This design comes from an exercise in tuning for small area and a short achievable clock period on the open sky130 flow, not from production work.

==> trial 67: inputs <==
Design fir13_filter, start of the top module:
module fir13_filter(
    input wire clk,
    input wire n_rst,
    input wire signed [7:0] x_in,
    output reg signed [7:0] y_out
);
    reg signed [7:0] xr0, xr1, xr2, xr3, xr4, xr5, xr6, xr7, xr8, xr9, xr10, xr11, xr12;
    always @(posedge clk or negedge n_rst) begin
        if (!n_rst) begin
            xr0 <= 0; xr1 <= 0; xr2 <= 0; xr3 <= 0; xr4 <= 0; xr5 <= 0; xr6 <= 0;
            xr7 <= 0; xr8 <= 0; xr9 <= 0; xr10 <= 0; xr11 <= 0; xr12 <= 0;
        end else begin
            xr0 <= x_in; xr1 <= xr0; xr2 <= xr1; xr3 <= xr2; xr4 <= xr3; xr5 <= xr4; xr6 <= xr5;
            xr7 <= xr6; xr8 <= xr7; xr9 <= xr8; xr10 <= xr9; xr11 <= xr10; xr12 <= xr11;
        end
    end
    reg signed [8:0] s0, s1, s3, s4, s5;
    always @(posedge clk or negedge n_rst) begin
        if (!n_rst) begin
            s0 <= 0; s1 <= 0; s3 <= 0; s4 <= 0; s5 <= 0;
        end else begin
            s0 <= xr0 + xr12;
            s1 <= xr1 + xr11;
            s3 <= xr3 + xr9;
            s4 <= xr4 + xr8;
            s5 <= xr5 + xr7;
        end
    end
    wire signed [7:0] x6 = xr7;    
  ...
make LEC_CHECK=0 ABC_CLOCK_PERIOD_IN_PS=2500 CAP_MARGIN=20 CORE_MARGIN=2 CORE_UTILIZATION=40 SETUP_SLACK_MARGIN=5.0 SLEW_MARGIN=20 finish   # period 7.5 ns
run.sh (not shown) runs the stock make flow with config.mk's settings and CLKGATE_MAP_FILE= SYNTH_SCRIPT=/design/flow/synth_recipe.tcl, a recipe that flattens the netlist after the stock synthesis.
==> inputs of build 34, as changes to trial 67 <==
--- a/flow/design.v
+++ b/flow/design.v
@@ -255,51 +255,47 @@
     wire t225 = t192 ^ t151 ^ t193;
     wire t226 = (t192 & t151) | (t192 & t193) | (t151 & t193);
     wire t227 = t194 ^ t155 ^ t195;
     wire t228 = (t194 & t155) | (t194 & t195) | (t155 & t195);
     wire t229 = t196 ^ t159 ^ t197;
     wire t230 = (t196 & t159) | (t196 & t197) | (t159 & t197);
-    wire t231 = t160 ^ t198;
-    wire t232 = t160 & t198;
-    wire t233 = t164 ^ t200;
-    wire t234 = t164 & t200;
-    wire t235 = t168 ^ t202;
-    wire t236 = t168 & t202;
-    wire t237 = t172 ^ t205;
-    wire t238 = t172 & t205;
-    wire t239 = t179 ^ t207;
-    wire t240 = t179 & t207;
-    wire t241 = t209 ^ t180;
-    wire t242 = t209 & t180;
-    wire t243 = t211 ^ t182;
-    wire t244 = t211 & t182;
+    wire t231 = t160 ^ t198 ^ t199;
+    wire t232 = (t160 & t198) | (t160 & t199) | (t198 & t199);
+    wire t233 = t164 ^ t200 ^ t201;
+    wire t234 = (t164 & t200) | (t164 & t201) | (t200 & t201);
+    wire t235 = t168 ^ t202 ^ t203;
+    wire t236 = (t168 & t202) | (t168 & t203) | (t202 & t203);
+    wire t237 = t172 ^ t205 ^ t204;
+    wire t238 = (t172 & t205) | (t172 & t204) | (t205 & t204);
+    wire t239 = t179 ^ t207 ^ t206;
+    wire t240 = (t179 & t207) | (t179 & t206) | (t207 & t206);
+    wire t241 = t209 ^ t180 ^ t208;
+    wire t242 = (t209 & t180) | (t209 & t208) | (t180 & t208);
+    wire t243 = t211 ^ t182 ^ t210;
+    wire t244 = (t211 & t182) | (t211 & t210) | (t182 & t210);
     wire [8:0] lo_a = {t228, t226, t224, t222, t220, t218, t216, t214, t213};
     wire [8:0] lo_b = {t229, t227, t225, t223, t221, t219, t217, t215, ~x6[0]};
     wire [9:0] lo_sum = {1'b0, lo_a} + {1'b0, lo_b};
     wire lo_c = lo_sum[9];
     wire [8:0] hi_0 = {1'b1, t244, t242, t240, t238, t236, t234, t232, t230};
     wire [8:0] hi_1 = {1'b0, t212, t243, t241, t239, t237, t235, t233, t231};
-    wire [8:0] hi_2 = {1'b0, 1'b0, t210, t208, t206, t204, t203, t201, t199};
     reg [8:0] z0;
     reg [8:0] z1;
-    reg [8:0] z2;
     reg zc;
     always @(posedge clk or negedge n_rst) begin
         if (!n_rst) begin
             z0 <= 0;
             z1 <= 0;
-            z2 <= 0;
             zc <= 0;
         end else begin
             z0 <= hi_0;
             z1 <= hi_1;
-            z2 <= hi_2;
             zc <= lo_c;
         end
     end
-    wire [8:0] acc_hi = z0 + z1 + z2 + {8'd0, zc};
+    wire [8:0] acc_hi = z0 + z1 + {8'd0, zc};
     wire sgn = acc_hi[8];
     wire ovf = acc_hi[8] ^ acc_hi[7];
     wire [7:0] clip = ovf ? {sgn, {7{~sgn}}} : acc_hi[7:0];
     always @(posedge clk or negedge n_rst) begin
         if (!n_rst)
             y_out <= 8'd0;
==> comparison table <==
| item | trial 67 | build 34 |
|---|---|---|
| Count of inserted tapcells | 319 | 285 |
| Clock period minus final worst setup slack | 3.66 ns | 3.61 ns |
| Post-CTS Setup Inserts | 10 | 11 |
| Synth unique cells | 32 | 35 |
| Result of the run | no timing/DRC/antenna violations | no timing/DRC/antenna violations |
| Non-filler cells in the finished layout | 1100 | 1077 |
| Start point of the worst min-delay path | xr6[4]$_DFF_PN0_ | xr10[2]$_DFF_PN0_ |
| First-pass GRT wire length | 27700 um | 27300 um |
| Met1 routing resource usage after global routing | 19.5% | 20.2% |
| Design Area, Final | 10900 um2 | 10700 um2 |
| Post-DR vias/cell | 4.43 | 4.52 |
| FF/Latch Area | 4560 um2 | 4380 um2 |
| Synthesis-to-finish area growth | 14.7% | 15.2% |
| Detailed-routed wire length on met2 | 8210 um | 7970 um |
Function was not checked in any run of this note: the RTL went through the layout flow alone.

-- static timing again, ports no longer ideal --
The flow's constraints put no driver on any port. The routed layouts listed below were extracted and timed again, unchanged, in two steps. Step 1 assumes that a clkbuf_16 drives the clock port and a buf_2 every other input. Step 2 moves the port delays by t, midway between the first and last clock arrival at a register: inputs arrive t later, outputs are due t later. That takes back most of the time a late clock gives input paths. a / b / c = ideal ports / drivers / drivers and shift; a / b = the first two.
run | t, ns | setup slack, ns | clock arrival spread, ns | worst data-port slew with drivers (ns) | cell pins on the clock port's net
trial 67 | 0.475 | 3.841 / 3.841 / 3.841 | 0.022 / 0.022 | 0.04 | 1
build 34 | 0.469 | 3.891 / 3.891 / 3.891 | 0.014 / 0.014 | 0.04 | 1
After both steps every run listed still meets setup and hold.
